What follows belongs to an exercise in optimizing a design on an open flow for small area; a production flow would make more cautious choices. At most, simulation tests tie the RTL to the original design; equivalence was not proved. The RTL of runs 1 and 2 was laid out without a check of its function. Power figures rest on the tool's default switching activity, not on a simulated workload.

==> design.v <==
`timescale 1ns / 1ps
module myclint #(
    parameter ADDR_W  = 32,
    parameter DATA_W  = 32,
    parameter N_CORES = 8
) (
    input                 clk,  
    input                 rt_clk,  
    input                 reset,  
    input                 valid,  
    input  [ADDR_W-1:0]   address,  
    input  [DATA_W-1:0]   wdata,  
    input  [DATA_W/8-1:0] wstrb,  
    output [DATA_W-1:0]   rdata,  
    output                ready,  
    output [N_CORES-1:0]  mtip,  
    output [N_CORES-1:0]  msip   
);
  wire [15:0] a = address[15:0];
  wire write    = &wstrb;
  wire req      = valid & ~reset;
  wire hit_cmp  = (a[15:6] == 10'h100);    
  wire hit_time = (a[15:3] == 13'h17ff);   
  wire hit_msip = (a[15:5] == 11'h000);    
  wire wr       = req & write;
  reg rsp, ready_q;
  always @(posedge clk) begin
    rsp     <= req & (hit_cmp | hit_time | hit_msip);
    ready_q <= rsp;
  end
  assign ready = ready_q;
  reg [1:0] rtc_s;
  reg       rtc_p;
  always @(posedge clk) begin
    if (reset) begin
      rtc_s <= 2'b00;
      rtc_p <= 1'b0;
    end else begin
      rtc_s <= {rtc_s[0], rt_clk};
      rtc_p <= rtc_s[1];
    end
  end
  wire inc = rtc_s[1] & ~rtc_p;
  reg  [63:0] mtime;
  wire [63:0] mtime_inc = mtime + {63'b0, inc};
  always @(posedge clk) begin
    if (reset) begin
      mtime <= 64'b0;
    end else begin
      mtime[31:0]  <= (wr & hit_time & ~a[2]) ? wdata : mtime_inc[31:0];
      mtime[63:32] <= (wr & hit_time &  a[2]) ? wdata : mtime_inc[63:32];
    end
  end
  reg [63:0] cmpn0, cmpn1, cmpn2, cmpn3, cmpn4, cmpn5, cmpn6, cmpn7;
  wire [511:0] cmpn = {cmpn7, cmpn6, cmpn5, cmpn4, cmpn3, cmpn2, cmpn1, cmpn0};
  wire [7:0] wr_cmp_lo, wr_cmp_hi;
  genvar k;
  generate
    for (k = 0; k < 8; k = k + 1) begin : g_cmp
      assign wr_cmp_lo[k] = wr & hit_cmp & (a[5:3] == k) & ~a[2];
      assign wr_cmp_hi[k] = wr & hit_cmp & (a[5:3] == k) &  a[2];
    end
  endgenerate
  wire [31:0] wdn = ~wdata & {32{~reset}};
  always @(posedge clk) begin 
    if (reset | wr_cmp_lo[0]) cmpn0[31:0]  <= wdn; 
    if (reset | wr_cmp_hi[0]) cmpn0[63:32] <= wdn; 
  end
  always @(posedge clk) begin 
    if (reset | wr_cmp_lo[1]) cmpn1[31:0]  <= wdn; 
    if (reset | wr_cmp_hi[1]) cmpn1[63:32] <= wdn; 
  end
  always @(posedge clk) begin 
    if (reset | wr_cmp_lo[2]) cmpn2[31:0]  <= wdn; 
    if (reset | wr_cmp_hi[2]) cmpn2[63:32] <= wdn; 
  end
  always @(posedge clk) begin 
    if (reset | wr_cmp_lo[3]) cmpn3[31:0]  <= wdn; 
    if (reset | wr_cmp_hi[3]) cmpn3[63:32] <= wdn; 
  end
  always @(posedge clk) begin 
    if (reset | wr_cmp_lo[4]) cmpn4[31:0]  <= wdn; 
    if (reset | wr_cmp_hi[4]) cmpn4[63:32] <= wdn; 
  end
  always @(posedge clk) begin 
    if (reset | wr_cmp_lo[5]) cmpn5[31:0]  <= wdn; 
    if (reset | wr_cmp_hi[5]) cmpn5[63:32] <= wdn; 
  end
  always @(posedge clk) begin 
    if (reset | wr_cmp_lo[6]) cmpn6[31:0]  <= wdn; 
    if (reset | wr_cmp_hi[6]) cmpn6[63:32] <= wdn; 
  end
  always @(posedge clk) begin 
    if (reset | wr_cmp_lo[7]) cmpn7[31:0]  <= wdn; 
    if (reset | wr_cmp_hi[7]) cmpn7[63:32] <= wdn; 
  end
  generate
    for (k = 0; k < 8; k = k + 1) begin : g_ge
      myclint_ge64 u_ge (.m(mtime), .cn(cmpn[64*k +: 64]), .ge(mtip[k]));
    end
  endgenerate
  reg [7:0] msip_q;
  generate
    for (k = 0; k < 8; k = k + 1) begin : g_msip
      always @(posedge clk)
        if (reset | (wr & hit_msip & (a[4:2] == k))) msip_q[k] <= wdata[0] & ~reset;
    end
  endgenerate
  assign msip = msip_q;
  wire [15:0] rs_cmp;
  wire [7:0]  rs_msip;
  generate
    for (k = 0; k < 16; k = k + 1) begin : g_rs_cmp
      assign rs_cmp[k] = hit_cmp & (a[5:2] == k);
    end
    for (k = 0; k < 8; k = k + 1) begin : g_rs_msip
      assign rs_msip[k] = hit_msip & (a[4:2] == k);
    end
  endgenerate
  wire rs_tlo = hit_time & ~a[2];
  wire rs_thi = hit_time &  a[2];
  reg [31:0] rsel;
  integer i;
  always @(*) begin
    rsel = ({32{rs_tlo}} & mtime[31:0]) | ({32{rs_thi}} & mtime[63:32]);
    for (i = 0; i < 16; i = i + 1)
      rsel = rsel | ({32{rs_cmp[i]}} & ~cmpn[32*i +: 32]);
    rsel[0] = rsel[0] | (|(rs_msip & msip_q));
  end
  reg [31:0] rdata_q;
  always @(posedge clk) if (valid) rdata_q <= rsel;
  assign rdata = rdata_q;
endmodule
module myclint_ge64 (input [63:0] m, input [63:0] cn, output ge);
  wire [4:0] c0;
  assign c0[1] = m[0] | cn[0];
  assign c0[2] = (m[1] & cn[1]) | (m[1] & c0[1]) | (cn[1] & c0[1]);
  assign c0[3] = (m[2] & cn[2]) | (m[2] & c0[2]) | (cn[2] & c0[2]);
  assign c0[4] = (m[3] & cn[3]) | (m[3] & c0[3]) | (cn[3] & c0[3]);
  wire [4:0] c1;
  assign c1[1] = m[4] & cn[4];
  assign c1[2] = (m[5] & cn[5]) | (m[5] & c1[1]) | (cn[5] & c1[1]);
  assign c1[3] = (m[6] & cn[6]) | (m[6] & c1[2]) | (cn[6] & c1[2]);
  assign c1[4] = (m[7] & cn[7]) | (m[7] & c1[3]) | (cn[7] & c1[3]);
  wire p1 = &(m[7:4] | cn[7:4]);
  wire [4:0] c2;
  assign c2[1] = m[8] & cn[8];
  assign c2[2] = (m[9] & cn[9]) | (m[9] & c2[1]) | (cn[9] & c2[1]);
  assign c2[3] = (m[10] & cn[10]) | (m[10] & c2[2]) | (cn[10] & c2[2]);
  assign c2[4] = (m[11] & cn[11]) | (m[11] & c2[3]) | (cn[11] & c2[3]);
  wire p2 = &(m[11:8] | cn[11:8]);
  wire [4:0] c3;
  assign c3[1] = m[12] & cn[12];
  assign c3[2] = (m[13] & cn[13]) | (m[13] & c3[1]) | (cn[13] & c3[1]);
  assign c3[3] = (m[14] & cn[14]) | (m[14] & c3[2]) | (cn[14] & c3[2]);
  assign c3[4] = (m[15] & cn[15]) | (m[15] & c3[3]) | (cn[15] & c3[3]);
  wire p3 = &(m[15:12] | cn[15:12]);
  wire [4:0] c4;
  assign c4[1] = m[16] & cn[16];
  assign c4[2] = (m[17] & cn[17]) | (m[17] & c4[1]) | (cn[17] & c4[1]);
  assign c4[3] = (m[18] & cn[18]) | (m[18] & c4[2]) | (cn[18] & c4[2]);
  assign c4[4] = (m[19] & cn[19]) | (m[19] & c4[3]) | (cn[19] & c4[3]);
  wire p4 = &(m[19:16] | cn[19:16]);
  wire [4:0] c5;
  assign c5[1] = m[20] & cn[20];
  assign c5[2] = (m[21] & cn[21]) | (m[21] & c5[1]) | (cn[21] & c5[1]);
  assign c5[3] = (m[22] & cn[22]) | (m[22] & c5[2]) | (cn[22] & c5[2]);
  assign c5[4] = (m[23] & cn[23]) | (m[23] & c5[3]) | (cn[23] & c5[3]);
  wire p5 = &(m[23:20] | cn[23:20]);
  wire [4:0] c6;
  assign c6[1] = m[24] & cn[24];
  assign c6[2] = (m[25] & cn[25]) | (m[25] & c6[1]) | (cn[25] & c6[1]);
  assign c6[3] = (m[26] & cn[26]) | (m[26] & c6[2]) | (cn[26] & c6[2]);
  assign c6[4] = (m[27] & cn[27]) | (m[27] & c6[3]) | (cn[27] & c6[3]);
  wire p6 = &(m[27:24] | cn[27:24]);
  wire [4:0] c7;
  assign c7[1] = m[28] & cn[28];
  assign c7[2] = (m[29] & cn[29]) | (m[29] & c7[1]) | (cn[29] & c7[1]);
  assign c7[3] = (m[30] & cn[30]) | (m[30] & c7[2]) | (cn[30] & c7[2]);
  assign c7[4] = (m[31] & cn[31]) | (m[31] & c7[3]) | (cn[31] & c7[3]);
  wire p7 = &(m[31:28] | cn[31:28]);
  wire [4:0] c8;
  assign c8[1] = m[32] & cn[32];
  assign c8[2] = (m[33] & cn[33]) | (m[33] & c8[1]) | (cn[33] & c8[1]);
  assign c8[3] = (m[34] & cn[34]) | (m[34] & c8[2]) | (cn[34] & c8[2]);
  assign c8[4] = (m[35] & cn[35]) | (m[35] & c8[3]) | (cn[35] & c8[3]);
  wire p8 = &(m[35:32] | cn[35:32]);
  wire [4:0] c9;
  assign c9[1] = m[36] & cn[36];
  assign c9[2] = (m[37] & cn[37]) | (m[37] & c9[1]) | (cn[37] & c9[1]);
  assign c9[3] = (m[38] & cn[38]) | (m[38] & c9[2]) | (cn[38] & c9[2]);
  assign c9[4] = (m[39] & cn[39]) | (m[39] & c9[3]) | (cn[39] & c9[3]);
  wire p9 = &(m[39:36] | cn[39:36]);
  wire [4:0] c10;
  assign c10[1] = m[40] & cn[40];
  assign c10[2] = (m[41] & cn[41]) | (m[41] & c10[1]) | (cn[41] & c10[1]);
  assign c10[3] = (m[42] & cn[42]) | (m[42] & c10[2]) | (cn[42] & c10[2]);
  assign c10[4] = (m[43] & cn[43]) | (m[43] & c10[3]) | (cn[43] & c10[3]);
  wire p10 = &(m[43:40] | cn[43:40]);
  wire [4:0] c11;
  assign c11[1] = m[44] & cn[44];
  assign c11[2] = (m[45] & cn[45]) | (m[45] & c11[1]) | (cn[45] & c11[1]);
  assign c11[3] = (m[46] & cn[46]) | (m[46] & c11[2]) | (cn[46] & c11[2]);
  assign c11[4] = (m[47] & cn[47]) | (m[47] & c11[3]) | (cn[47] & c11[3]);
  wire p11 = &(m[47:44] | cn[47:44]);
  wire [4:0] c12;
  assign c12[1] = m[48] & cn[48];
  assign c12[2] = (m[49] & cn[49]) | (m[49] & c12[1]) | (cn[49] & c12[1]);
  assign c12[3] = (m[50] & cn[50]) | (m[50] & c12[2]) | (cn[50] & c12[2]);
  assign c12[4] = (m[51] & cn[51]) | (m[51] & c12[3]) | (cn[51] & c12[3]);
  wire p12 = &(m[51:48] | cn[51:48]);
  wire [4:0] c13;
  assign c13[1] = m[52] & cn[52];
  assign c13[2] = (m[53] & cn[53]) | (m[53] & c13[1]) | (cn[53] & c13[1]);
  assign c13[3] = (m[54] & cn[54]) | (m[54] & c13[2]) | (cn[54] & c13[2]);
  assign c13[4] = (m[55] & cn[55]) | (m[55] & c13[3]) | (cn[55] & c13[3]);
  wire p13 = &(m[55:52] | cn[55:52]);
  wire [4:0] c14;
  assign c14[1] = m[56] & cn[56];
  assign c14[2] = (m[57] & cn[57]) | (m[57] & c14[1]) | (cn[57] & c14[1]);
  assign c14[3] = (m[58] & cn[58]) | (m[58] & c14[2]) | (cn[58] & c14[2]);
  assign c14[4] = (m[59] & cn[59]) | (m[59] & c14[3]) | (cn[59] & c14[3]);
  wire p14 = &(m[59:56] | cn[59:56]);
  wire [4:0] c15;
  assign c15[1] = m[60] & cn[60];
  assign c15[2] = (m[61] & cn[61]) | (m[61] & c15[1]) | (cn[61] & c15[1]);
  assign c15[3] = (m[62] & cn[62]) | (m[62] & c15[2]) | (cn[62] & c15[2]);
  assign c15[4] = (m[63] & cn[63]) | (m[63] & c15[3]) | (cn[63] & c15[3]);
  wire p15 = &(m[63:60] | cn[63:60]);
  wire t0_0g = c1[4] | (p1 & c0[4]);
  wire t0_1g = c3[4] | (p3 & c2[4]);
  wire t0_1p = p3 & p2;
  wire t0_2g = c5[4] | (p5 & c4[4]);
  wire t0_2p = p5 & p4;
  wire t0_3g = c7[4] | (p7 & c6[4]);
  wire t0_3p = p7 & p6;
  wire t0_4g = c9[4] | (p9 & c8[4]);
  wire t0_4p = p9 & p8;
  wire t0_5g = c11[4] | (p11 & c10[4]);
  wire t0_5p = p11 & p10;
  wire t0_6g = c13[4] | (p13 & c12[4]);
  wire t0_6p = p13 & p12;
  wire t0_7g = c15[4] | (p15 & c14[4]);
  wire t0_7p = p15 & p14;
  wire t1_0g = t0_1g | (t0_1p & t0_0g);
  wire t1_1g = t0_3g | (t0_3p & t0_2g);
  wire t1_1p = t0_3p & t0_2p;
  wire t1_2g = t0_5g | (t0_5p & t0_4g);
  wire t1_2p = t0_5p & t0_4p;
  wire t1_3g = t0_7g | (t0_7p & t0_6g);
  wire t1_3p = t0_7p & t0_6p;
  wire t2_0g = t1_1g | (t1_1p & t1_0g);
  wire t2_1g = t1_3g | (t1_3p & t1_2g);
  wire t2_1p = t1_3p & t1_2p;
  wire t3_0g = t2_1g | (t2_1p & t2_0g);
  assign ge = t3_0g;
endmodule
==> flow/run.sh <==
#!/bin/bash
# Own layout flow: the standard ORFS flow (standard.sh) with
#  - synthesis using an area-oriented abc script (flow/synth.tcl, flow/area.abc),
#  - the smallest buffer on the ports,
#  - a clock tree of small clock buffers without dummy loads.
# Each step's full log stays in orfs/logs/ (ORFS writes one per step); make's
# own output goes to flow_make.log in the work folder.
set -euo pipefail
W=$(pwd)
export OWN_FLOW_DIR=$W/flow
CTS="-sink_clustering_enable -repair_clock_nets -dont_use_dummy_load"
CTS="$CTS -buf_list {sky130_fd_sc_hd__clkbuf_4 sky130_fd_sc_hd__clkbuf_8}"
bash standard.sh \
  SYNTH_SCRIPT=$W/flow/synth.tcl \
  "BUFFER_PORTS_ARGS=-buffer_cell sky130_fd_sc_hd__buf_1" \
  "CTS_ARGS=$CTS" \
  finish > $W/flow_make.log 2>&1
==> flow/area.abc <==
&get -n
&st
&syn2
&dch
&nf -R 1000
&put
==> flow/synth.tcl <==
# The standard flow's synthesis script (synth_recipe.tcl), with the abc step given an
# area-oriented script; everything else, the flip-flop mapping included, is as
# in the standard synthesis.
proc synth {args} { yosys synth -nofsm -noshare {*}$args }
proc abc {args} {
  set i [lsearch -exact $args -script]
  if {$i >= 0} { lset args [expr {$i + 1}] $::env(OWN_FLOW_DIR)/area.abc }
  yosys abc {*}$args
}
source $::env(SCRIPTS_DIR)/synth.tcl
# left out here: clear keep_hierarchy, flatten, clean up, hide names made inside functions, write 1_2_yosys.v
==> standard.sh <==
#!/bin/bash
# synth_recipe.tcl (not shown) runs the flow's synth.tcl, then flattens the netlist and writes it again
# the make line also repeats each setting of config.mk as NAME=value (left out here)
make -C /OpenROAD-flow-scripts/flow DESIGN_CONFIG=/design/flow/config.mk WORK_HOME=/design/flow/orfs CLKGATE_MAP_FILE= SYNTH_SCRIPT=/design/flow/synth_recipe.tcl "${@:-finish}"
==> config.mk <==
export PLATFORM = sky130hd
export DESIGN_NAME = myclint
export DESIGN_NICKNAME = myclint
export VERILOG_FILES = /design/flow/design.v
export SDC_FILE = /design/flow/constraint.sdc
export NUM_CORES = 4
export LEC_CHECK = 0
export CAP_MARGIN = 20
export CORE_MARGIN = 2
export CORE_UTILIZATION = 40
export SLEW_MARGIN = 20
==> constraint.sdc <==
create_clock -name core_clock -period 6.0 [get_ports {clk}]
set_input_delay 1.2000 -clock core_clock [delete_from_list [all_inputs] [get_ports {clk}]]
set_output_delay 1.2000 -clock core_clock [all_outputs]
set_load 0.01 [all_outputs]
==> impl_metrics.ini, run 1 <==
[timing]
setup_ws_ns = 0.0765
fin_skew_ns = 0.0468
relSlewSlack_pct = 16.9
setup_tns_ns = 0
max_freq_mhz = 169
finalCritPeriodShare_pct = 98.7
maxSlewViolCount = 0
tightest_slew_ns = 1.23
period_minus_slack_ns = 5.92
rsz0062_at_grt = true
setup_viol = 0
finalHoldViolCount = 0

[clocking]
cts_inserted_buffers = 103
cts_tree = built
clk_latency_ns = 0.73
clk_path_buf_depth = 3
clkSinkCount = 621
cts_hold_buf = 0
root_buffer = clkbuf_8
htree_levels = 3
path_clk_slew_ns = 0.05

[drt]
viasPerCell = 7.02
first_iter_violations = 4212
wl_per_cell_um = 31.9
post-route-drc-count = 0
num_vias = 26167
antenna_left = 0
first_pass_iters = 9
wl_mm = 119

[power]
combPwrFrac_pct = 5.3
clkPwrFrac_pct = 34.9
power_uw = 8940
pwr-share-seq_pct = 59.9
ir_drop_mv = 0.155
internal_power_uw = 6680
p_per_area_nw_per_um2 = 266
p_sw_share_pct = 25.3
p_switching_uw = 2260
leakage_uw = 0.0102

[die]
core_area_sq_um = 71700
io_pins = 121
start_util_pct = 40.5
core.rowCount = 98
die-area_sq_um = 74800
die_h_um = 273
die_x_um = 273

[placed_design]
routabilityCongestion = 0.989
pre_cts_ws_ns = 0.301
numPortBuffers = 102
dp.cells = 3616
post-dp-hpwl_mm = 80.6

[grt]
grt_overflow = 0
antenna_found_initial = 1
grt_pass1_wl_mm = 170
grtUsageTotal_pct = 31.0
first_global_vias = 24526
grt_start_max_net_pins = 53

[synthesis]
async_flop_share_pct = 0
ys_ff_latch = 621
yosysUniqueCellTypes = 53
syn_avg_cell_area_sq_um = 11.9
synth_ff_type = edfxtp_1
synthCells = 2431
synthesis.area_sq_um = 29000
yosysWarnings = 1
synth_edf_count = 552
yosysSeqAreaShare_pct = 61.9
syn-num-nets = 2505

[final_layout]
stdcell_count = 3728
drive_gt1_share_pct = 12.1
synthToLayoutAreaGrowth_pct = 15.6
final_cell_mix = 552 x edfxtp_1, 368 x o22ai_1, 242 x nor2_1, 171 x a21oi_1, 144 x buf_4
final_net_count = 2853
final_common_cell = edfxtp_1
fin_util_pct = 46.8

[worst_setup_path]
path_max_fanout = 8
crit_arrival_ns = 4.72
cp-start-kind = register
crit_type = reg -> out
cp-end-kind = primary output
r2r_cells = 19
cp.required_ns = 4.80

[worst_hold_path]
hold_class = reg -> reg
holdPathStages = 0

[outcome]
status = no timing/DRC/antenna violations

[flow_run]
maxCapViolCount = 0
-- metal layers --
layer	part of all wire [%]	track usage, %	up-vias	wire (um)
met5	0	0	-	0
met4	4.5	14.0	0	5380
met1	39	43.2	12804	46300
met3	12	6.02	313	14600
met2	44	47.0	2055	52400
li1	-	-	10995	-
-- registers in the layout, summed over array words and instances, names as in the netlist --
register,count
cmpn4,64
mtime,64
cmpn0,64
cmpn2,64
msip_q,8
cmpn1,64
rtc_s,2
cmpn7,64
rtc_p,1
ready_q,1
cmpn3,64
cmpn6,64
rsp,1
cmpn5,64
rdata_q,32
-- power groups by stage --
stage | Combinational [uW] | Clock [uW] | Sequential [uW]
5_1_grt | 496 | 3320 | 5380
2_1_floorplan | 219 | 0 | 5310
4_1_cts | 449 | 3140 | 5340
3_5_place_dp | 444 | 0 | 5420
3_3_place_gp | 433 | 0 | 5410
6_report | 472 | 3120 | 5350
-- what timing repair did --
action	4_1_cts	5_1_grt
pin swaps	7	34
endpoints found under the setup margin	7	7
setup buffers	2	3
gates cloned	0	1
endpoints found under the hold margin	0	0
resized for setup	25	44
-- path summary, 6_finish.rpt --
kind | from | to | slack, ns
setup / recovery | mtime[1] | mtip[0] | 0.08
hold reg to reg | rsp | ready_q | 0.32
setup reg to reg | mtime[17] | mtime[62] | 0.89
hold / removal | rsp | ready_q | 0.32
-- cell usage after synthesis (5+ instances only) --
cell / instances / area [sq um]
nand2_1: 135 / 507
a21oi_1: 176 / 881
nor4_1: 60 / 375
nor2b_1: 6 / 37.5
nor3_1: 68 / 340
dfxtp_1: 69 / 1380
o211ai_1: 74 / 556
o31ai_1: 12 / 90.1
mux2i_1: 40 / 400
buf_4: 8 / 60.1
o2111ai_1: 34 / 298
o22ai_1: 370 / 2310
a22oi_1: 101 / 758
xnor2_1: 43 / 377
a221o_1: 6 / 60.1
a211oi_1: 12 / 90.1
o221ai_1: 23 / 201
and4_1: 5 / 43.8
a221oi_1: 61 / 534
a31o_1: 6 / 52.6
nand4_1: 22 / 138
and3_1: 8 / 50.1
clkinv_1: 6 / 22.5
and2_0: 5 / 31.3
edfxtp_1: 552 / 16600
nor2_1: 259 / 972
or4_1: 5 / 37.5
a22o_1: 5 / 43.8
nand3_1: 40 / 200
o22a_1: 71 / 622
o21ai_0: 87 / 435
a32o_1: 8 / 80.1
xor2_1: 15 / 131
-- metrics by stage --
step	area, sq um	hold slack (ns)
after floorplan	29000	0.310
after global placement	31700	0.312
after detailed placement	31800	0.314
after CTS	33300	0.326
after global routing	33600	0.326
final	33600	0.323
-- critical path, cell delays in order, from the launching register on --
cell       delay (ns)
dfxtp_4          0.36
buf_12           0.14
a211oi_1         0.21
nor2_1           0.10
a221oi_2         0.22
o21ai_1          0.11
o21ai_1          0.14
a21oi_1          0.11
a21oi_2          0.24
o22ai_2          0.18
nand2_1          0.11
a21oi_1          0.11
a2111oi_2        0.34
buf_4            0.20
nor3_1           0.06
nor4_1           0.17
buf_4            0.18
o41ai_1          0.08
a21oi_1          0.17
buf_4            0.17
nor3_1           0.06
or3_1            0.39
buf_1            0.14
-- final cells by class --
class,count,area (sq um)
tap,950,1190
sequential,621,18000
inverter,6,22.5
fill,6594,38200
multi-input combinational,1796,11400
timing repair buffer,251,1590
antenna,1,2.50
clock buffer,103,1420
-- kinds of logic (layout without fill, tap and decap cells) --
family,after synthesis,in the layout,synth area share [%]
compound gates,1072,1072,25.0
xor+xnor,58,58,1.75
fa+ha+maj,3,3,0.121
buf+inv,14,360,0.284
flops,621,621,61.9
mux,40,40,1.38
other cells,0,1,0
simple gates,623,623,9.66
==> inputs of run 2 (changes only) <==
--- a/design.v
+++ b/design.v
@@ -42,13 +42,12 @@
   end
   wire inc = rtc_s[1] & ~rtc_p;
+  wire [31:0] wd0     = wdata & {32{~reset}};
+  wire        wr_tlo  = reset | (wr & hit_time & ~a[2]);
+  wire        wr_thi  = reset | (wr & hit_time &  a[2]);
   reg  [63:0] mtime;
   wire [63:0] mtime_inc = mtime + {63'b0, inc};
   always @(posedge clk) begin
-    if (reset) begin
-      mtime <= 64'b0;
-    end else begin
-      mtime[31:0]  <= (wr & hit_time & ~a[2]) ? wdata : mtime_inc[31:0];
-      mtime[63:32] <= (wr & hit_time &  a[2]) ? wdata : mtime_inc[63:32];
-    end
+    mtime[31:0]  <= wr_tlo ? wd0 : mtime_inc[31:0];
+    mtime[63:32] <= wr_thi ? wd0 : mtime_inc[63:32];
   end
   reg [63:0] cmpn0, cmpn1, cmpn2, cmpn3, cmpn4, cmpn5, cmpn6, cmpn7;
--- a/flow/run.sh
+++ b/flow/run.sh
@@ -10,5 +10,6 @@
 export OWN_FLOW_DIR=$W/flow
 CTS="-sink_clustering_enable -repair_clock_nets -dont_use_dummy_load"
-CTS="$CTS -buf_list {sky130_fd_sc_hd__clkbuf_4 sky130_fd_sc_hd__clkbuf_8}"
+CTS="$CTS -buf_list {sky130_fd_sc_hd__clkbuf_8} -root_buf sky130_fd_sc_hd__clkbuf_16"
+CTS="$CTS -sink_clustering_size 16 -sink_clustering_max_diameter 100"
 bash standard.sh \
   SYNTH_SCRIPT=$W/flow/synth.tcl \
==> run 2 against run 1 <==
Compared with the run above: sequential share of layout area is 2.1 points higher; clock-buffer cell count is 59 lower; non-clock buffer count is 40 lower; flip-flop and latch count stayed put; wire length is 1.3% lower; register-to-register slack worse by 0.39 ns; critical endpoint is now mtip[2]; largest cell class unchanged.
==> impl_metrics.ini, run 2 <==
[drt]
viasPerCell = 6.96
wl_mm = 117
first_pass_iters = 9
num_vias = 25618
wl_per_cell_um = 31.9
post-route-drc-count = 0
first_iter_violations = 4320
antenna_left = 0

[grt]
grtUsageTotal_pct = 30.7
grt_start_max_net_pins = 49
first_global_vias = 24053
grt_pass1_wl_mm = 167
antenna_found_initial = 4
grt_overflow = 0

[final_layout]
seq_area_sq_um = 18000
diodes = 0
multi_input_area_sq_um = 11100
final_net_count = 2805
stdcell_count = 3679
drive_gt1_share_pct = 7.22
fin_util_pct = 45.2
final_cell_mix = 552 x edfxtp_1, 465 x o22ai_1, 306 x nor2_1, 164 x nand2_1, 140 x a21oi_1
synthToLayoutAreaGrowth_pct = 11.9
final_common_cell = edfxtp_1
num-fill-cells = 6558

[synthesis]
synth_top_area_cell = edfxtp_1
syn_avg_cell_area_sq_um = 11.6
yosysUniqueCellTypes = 50
synth_ff_type = edfxtp_1
yosysWarnings = 1
yosys.cell_count.top_type = edfxtp_1
synth_edf_count = 552
synth.area.top_cells = edfxtp_1 57%, o22ai_1 10%, dfxtp_1 4.8%
syn-num-nets = 2556
async_flop_share_pct = 0
synthesis.area_sq_um = 28900
synthCells = 2482
synth_common_cells = 552 x edfxtp_1, 465 x o22ai_1, 320 x nor2_1
yosysSeqAreaShare_pct = 62.2
synth_top_area_share_pct = 57.4
ys_ff_latch = 621

[timing]
setup_tns_ns = 0
worst_hold_slack_ns = 0.356
tightest_slew_ns = 1.11
finalHoldViolCount = 0
relSlewSlack_pct = 25.5
maxSlewViolCount = 0
finalCritPeriodShare_pct = 97.0
rsz0062_at_grt = false
max_freq_mhz = 172
period_minus_slack_ns = 5.82
fin_skew_ns = 0.0418
setup_ws_ns = 0.178
setup_viol = 0

[power]
p_per_area_nw_per_um2 = 276
ir_drop_mv = 0.158
leakage_uw = 0.0101

[clocking]
clk_latency_ns = 0.60
htree_levels = 2
path_clk_slew_ns = 0.11
cts_inserted_buffers = 44
clk_path_buf_depth = 3
root_buffer = clkbuf_16
postCtsSetupRepairBufs = 0
clkSinkCount = 621
cts_tree = built

[die]
die_h_um = 273
die-area_sq_um = 74300
io_pins = 121
core_area_sq_um = 71500
die_x_um = 273
start_util_pct = 40.4
core.rowCount = 98

[worst_setup_path]
crit_arrival_ns = 4.62
cp.required_ns = 4.80
cp-end-kind = primary output
path_max_fanout = 10
crit_type = reg -> out
r2r_cells = 21
cp-start-kind = register

[worst_hold_path]
holdPathStages = 0
hold_class = reg -> reg

[placed_design]
dp.cells = 3631
routabilityCongestion = 0.984
pre_cts_ws_ns = 0.604
numPortBuffers = 102
post-dp-hpwl_mm = 81.0

[outcome]
status = no timing/DRC/antenna violations

[flow_run]
maxCapViolCount = 0
==> run 2: cell count changes after synthesis, moves of 26 or more <==
cell	previous run	this run
o2111ai_1	34	1
nand4_1	22	51
o22ai_1	370	465
nor4_1	60	33
a21oi_1	176	141
nor2_1	259	320
nand2_1	135	165
o22a_1	71	9
a221oi_1	61	87
==> run 2: worst paths after layout <==
| path | start | endpoint | slack [ns] |
|---|---|---|---|
| setup reg to reg | mtime[17] | mtime[63] | 0.50 |
| setup / recovery | mtime[0] | mtip[2] | 0.18 |
| hold / removal | rsp | ready_q | 0.36 |
| hold reg to reg | rsp | ready_q | 0.36 |
==> run 2: timing repair <==
item	CTS	global route
resized for setup	1	7
hold buffers	0	0
endpoints found under the setup margin	1	4
==> run 2: report_power, final <==
part / switching [uW] / internal, uW
combinational: 843 / 423
clock: 1410 / 743
sequential: 416 / 5080
==> run 2: stage by stage <==
step | total power [uW] | instance area, sq um
6_report | 8920 | 32300
5_1_grt | 9180 | 32300
4_1_cts | 8860 | 32200
3_5_place_dp | 6790 | 31600
3_3_place_gp | 6760 | 31500
2_1_floorplan | 6140 | 28900
==> run 2: cell type report <==
cell class	instances	share of cell area, %
inverter	5	0.0620
timing repair buffer	211	4.18
clock buffer	44	2.05
sequential	621	55.6
tap	950	3.68
multi-input combinational	1848	34.5
==> run 2: cells by family (layout without fill, tap and decap cells) <==
| family | Yosys count | after routing | synth area share [%] |
|---|---|---|---|
| AOI/OAI and AO/OA | 1034 | 1034 | 23.5 |
| xor gates and xnor gates | 55 | 55 | 1.67 |
| adders and majority gates | 2 | 2 | 0.0867 |
| buffers and inverters | 13 | 260 | 0.273 |
| DFF | 621 | 621 | 62.2 |
| muxes | 32 | 32 | 1.11 |
| and+or+nand+nor | 725 | 725 | 11.1 |
==> run 2: layer usage <==
| layer | share of wire (%) | global-route usage (%) | wire length (um) | vias up |
|---|---|---|---|---|
| met2 | 43 | 44.9 | 50100 | 1909 |
| met4 | 4.4 | 12.5 | 5190 | 6 |
| met5 | 0.030 | 0 | 35 | - |
| met3 | 13 | 7.42 | 14800 | 259 |
| met1 | 40 | 43.7 | 47200 | 12554 |
| li1 | - | - | - | 10890 |
==> run 2: worst max-delay path: stages (launching register included) <==
cell and delay, ns:
dfxtp_1 0.43, a211oi_1 0.27, nor2_1 0.11, a221oi_1 0.28, o21ai_0 0.16, o21ai_0 0.15
a21oi_1 0.13, a21oi_1 0.26, o22ai_1 0.24, nand2_1 0.15, a21oi_1 0.19, a2111oi_0 0.72
nor3_1 0.13, o31ai_1 0.27, nand2_1 0.08, nand4_1 0.16, nand3_1 0.13, buf_1 0.16
==> inputs of run 3 (changes only) <==
--- a/design.v
+++ b/design.v
@@ -42,12 +42,13 @@
   end
   wire inc = rtc_s[1] & ~rtc_p;
-  wire [31:0] wd0     = wdata & {32{~reset}};
-  wire        wr_tlo  = reset | (wr & hit_time & ~a[2]);
-  wire        wr_thi  = reset | (wr & hit_time &  a[2]);
   reg  [63:0] mtime;
   wire [63:0] mtime_inc = mtime + {63'b0, inc};
   always @(posedge clk) begin
-    mtime[31:0]  <= wr_tlo ? wd0 : mtime_inc[31:0];
-    mtime[63:32] <= wr_thi ? wd0 : mtime_inc[63:32];
+    if (reset) begin
+      mtime <= 64'b0;
+    end else begin
+      mtime[31:0]  <= (wr & hit_time & ~a[2]) ? wdata : mtime_inc[31:0];
+      mtime[63:32] <= (wr & hit_time &  a[2]) ? wdata : mtime_inc[63:32];
+    end
   end
   reg [63:0] cmpn0, cmpn1, cmpn2, cmpn3, cmpn4, cmpn5, cmpn6, cmpn7;
@@ -107,24 +108,9 @@
   endgenerate
   assign msip = msip_q;
-  wire [15:0] rs_cmp;
-  wire [7:0]  rs_msip;
-  generate
-    for (k = 0; k < 16; k = k + 1) begin : g_rs_cmp
-      assign rs_cmp[k] = hit_cmp & (a[5:2] == k);
-    end
-    for (k = 0; k < 8; k = k + 1) begin : g_rs_msip
-      assign rs_msip[k] = hit_msip & (a[4:2] == k);
-    end
-  endgenerate
-  wire rs_tlo = hit_time & ~a[2];
-  wire rs_thi = hit_time &  a[2];
-  reg [31:0] rsel;
-  integer i;
-  always @(*) begin
-    rsel = ({32{rs_tlo}} & mtime[31:0]) | ({32{rs_thi}} & mtime[63:32]);
-    for (i = 0; i < 16; i = i + 1)
-      rsel = rsel | ({32{rs_cmp[i]}} & ~cmpn[32*i +: 32]);
-    rsel[0] = rsel[0] | (|(rs_msip & msip_q));
-  end
+  wire [63:0] cmpn_sel = cmpn[64*a[5:3] +: 64];
+  wire [31:0] rsel =
+      hit_cmp  ? ~(a[2] ? cmpn_sel[63:32] : cmpn_sel[31:0]) :
+      hit_time ?  (a[2] ? mtime[63:32]    : mtime[31:0]) :
+                  {31'b0, msip_q[a[4:2]]};
   reg [31:0] rdata_q;
   always @(posedge clk) if (valid) rdata_q <= rsel;
==> run.sh (new file) <==
#!/bin/bash
# synth_recipe.tcl (not shown) runs the flow's synth.tcl, then flattens the netlist and writes it again
# the make line also repeats each setting of config.mk as NAME=value (left out here)
make -C /OpenROAD-flow-scripts/flow DESIGN_CONFIG=/design/flow/config.mk WORK_HOME=/design/flow/orfs CLKGATE_MAP_FILE= SYNTH_SCRIPT=/design/flow/synth_recipe.tcl finish
removed: flow/run.sh
removed: flow/area.abc
removed: flow/synth.tcl
removed: standard.sh
==> run 3 against run 2 <==
Compared with the run above: still clean; die area up 14%; cell count grew 5.5%; synthesized area increased by 15%; non-clock buffer count up 3; synthesized cell count grew 9.0%; critical endpoint is now mtip[0]; highest routed layer unchanged.
==> impl_metrics.ini, run 3 <==
[synthesis]
synth_top_area_cell = edfxtp_1
async_flop_share_pct = 0
yosys.cell_count.top_type = edfxtp_1
synth_top_area_share_pct = 50.1
synth_edf_count = 552
synthesis.area_sq_um = 33100
syn_avg_cell_area_sq_um = 12.2
yosysSeqAreaShare_pct = 54.3
ys_ff_latch = 621
synth_common_cells = 552 x edfxtp_1, 301 x nor2_1, 180 x o22ai_1
synthCells = 2706
synth.area.top_cells = edfxtp_1 50%, mux4_2 11%, dfxtp_1 4.2%
yosysUniqueCellTypes = 89
syn-num-nets = 2780
yosysWarnings = 1
synth_ff_type = edfxtp_1

[clocking]
postCtsSetupRepairBufs = 0
clkSinkCount = 621
cts_tree = built
cts_inserted_buffers = 71
cts_hold_buf = 0
root_buffer = clkbuf_16
path_clk_slew_ns = 0.06
clk_latency_ns = 0.62
clk_path_buf_depth = 3
htree_levels = 3

[placed_design]
routabilityCongestion = 0.979
post-dp-hpwl_mm = 84.0
numPortBuffers = 102
dp.cells = 3749
postPlaceCellArea_sq_um = 35400

[timing]
maxSlewViolCount = 0
setup_viol = 0
rsz0062_at_grt = false
finalHoldViolCount = 0
fin_skew_ns = 0.0260
tightest_slew_ns = 1.18
relSlewSlack_pct = 20.9
period_minus_slack_ns = 5.81
finalCritPeriodShare_pct = 96.8
max_freq_mhz = 172
setup_tns_ns = 0

[power]
leakage_uw = 0.0122
p_per_area_nw_per_um2 = 288
power_uw = 10900
ir_drop_mv = 0.220

[die]
start_util_pct = 40.3
core_area_sq_um = 82000
io_pins = 121
die_x_um = 291
die-area_sq_um = 85000
die_h_um = 291
core.rowCount = 105

[drt]
first_pass_iters = 6
post-route-drc-count = 0
antenna_left = 0
wl_mm = 120
viasPerCell = 6.73
num_vias = 26115
wl_per_cell_um = 30.8
first_iter_violations = 3883

[outcome]
status = no timing/DRC/antenna violations

[worst_setup_path]
cp-start-kind = register
crit_arrival_ns = 4.61
cp.required_ns = 4.80
path_max_fanout = 24
cp-end-kind = primary output
crit_type = reg -> out

[final_layout]
final_net_count = 2826
final_area_sq_um = 37900
drive_gt1_share_pct = 16.1
final_common_cell = edfxtp_1
final_cell_mix = 552 x edfxtp_1, 290 x nor2_1, 180 x o22ai_1, 162 x mux4_2, 116 x nand2_1
stdcell_count = 3880
synthToLayoutAreaGrowth_pct = 14.7

[flow_run]
maxCapViolCount = 0

[grt]
grt_pass1_wl_mm = 173
first_global_vias = 25030
grt_start_max_net_pins = 59
grt_overflow = 0
grtUsageTotal_pct = 27.6
antenna_found_initial = 5

[worst_hold_path]
hold_class = reg -> reg
run 3: cell count changes after synthesis, sizes merged, moves of 64 or more:
| cell | delta |
|---|---|
| a211oi | +76 |
| a221oi | -78 |
| a22oi | -64 |
| a31oi | +78 |
| buf | +74 |
| clkbuf | +159 |
| maj3 | +79 |
| mux4 | +162 |
| o22ai | -285 |
run 3: final timing paths:
| kind | slack [ns] | end | cells after the start | start |
|---|---|---|---|---|
| min | 0.36 | ready_q | 0 | rsp |
| min reg2reg | 0.36 | ready_q | 0 | rsp |
| max | 0.19 | mtip[0] | 10 | mtime[44] |
| max reg2reg | 1.85 | mtime[63] | 8 | mtime[13] |
run 3: layer usage:
| layer | share of wire (%) | routed length (um) | track usage, % | vias up |
|---|---|---|---|---|
| met2 | 48 | 57200 | 45.3 | 1604 |
| met4 | 3.6 | 4270 | 9.43 | 6 |
| met1 | 39 | 46200 | 37.0 | 13272 |
| met3 | 9.9 | 11900 | 4.98 | 207 |
| met5 | 0.035 | 42 | 0 | - |
| li1 | - | - | - | 11026 |
run 3: timing repair:
| action | 4_1_cts | 5_1_grt |
|---|---|---|
| endpoints found under the hold margin | 0 | 0 |
| pin swaps | 0 | 0 |
| gates resized for setup | 1 | 1 |
| endpoints found under the setup margin | 1 | 1 |
run 3: critical path: stages (launching register included):
cell and delay [ns]:
dfxtp_1 0.96, nor2_1 0.08, nor4_1 0.44, nor4b_1 0.32, buf_4 0.22, o211ai_1 0.20, or3_1 0.53, a31o_1 0.22
a31oi_1 0.31, or3_1 0.18, clkdlybuf4s50_1 0.53
run 3: cell families (layout without fill, tap and decap cells):
logic type / after synthesis / count (layout) / share of synthesized area (%)
AOI/OAI and AO/OA: 820 / 820 / 16.8
xor gates and xnor gates: 60 / 60 / 1.59
adders and majority gates: 81 / 81 / 2.51
buffers and inverters: 263 / 366 / 3.32
DFF: 621 / 621 / 54.3
muxes: 196 / 196 / 12.1
other: 0 / 1 / 0
and+or+nand+nor: 665 / 665 / 9.40
run 3: report_power, final:
part	leakage [uW]	total, uW	internal (uW)	switching (uW)
logic	0.00512	935	424	511
clock network	0.00120	4620	2810	1820
registers	0.00590	5350	5050	295
total	0.0122	10900	8290	2620
run 3: stage by stage:
stage / utilization (%) / hold WS, ns / setup WS (ns)
6_report: 46.3 / 0.363 / 0.194
5_1_grt: 46.3 / 0.369 / 0.0437
4_1_cts: 46.2 / 0.360 / 0.0755
3_5_place_dp: 43.2 / 0.321 / 0.425
3_3_place_gp: 43.2 / 0.323 / 0.170
2_1_floorplan: - / 0.310 / 1.53
run 3: area by class of cell:
type / instances / area (sq um)
fillers: 7359 / 44100
repair buffers: 214 / 1920
multi-input cells: 1822 / 14100
diodes: 1 / 2.50
inverters: 22 / 82.6
flip-flops and latches: 621 / 18000
clock inverters: 30 / 408
clock buffers: 100 / 2070
well taps: 1070 / 1340

separate check: timing with driven ports:
No port has a modelled driver above. Below, the same layouts with a new extraction and two added sets of constraints.
Step 1 sets driving cells, clkbuf_16 on the clock port and buf_2 on the other inputs (assumed; they add their load-dependent delay and slew).
Step 2, shift: input delay + t, output delay - t, t = (earliest + latest rising clock arrival at the registers) / 2. This alone moves slack from input paths to output paths.
Slacks: ideal ports / drivers / drivers and shift; pairs: ideal ports / drivers.
run | t, ns | setup slack, ns | worst setup path after step 2
run 1 | 0.764 | 0.077 / 0.018 / 0.781 | register to output
run 2 | 0.639 | 0.178 / 0.120 / 0.498 | register to register
run 3 | 0.670 | 0.194 / 0.131 / 0.801 | register to output
After both steps setup and hold are still met in every run listed.
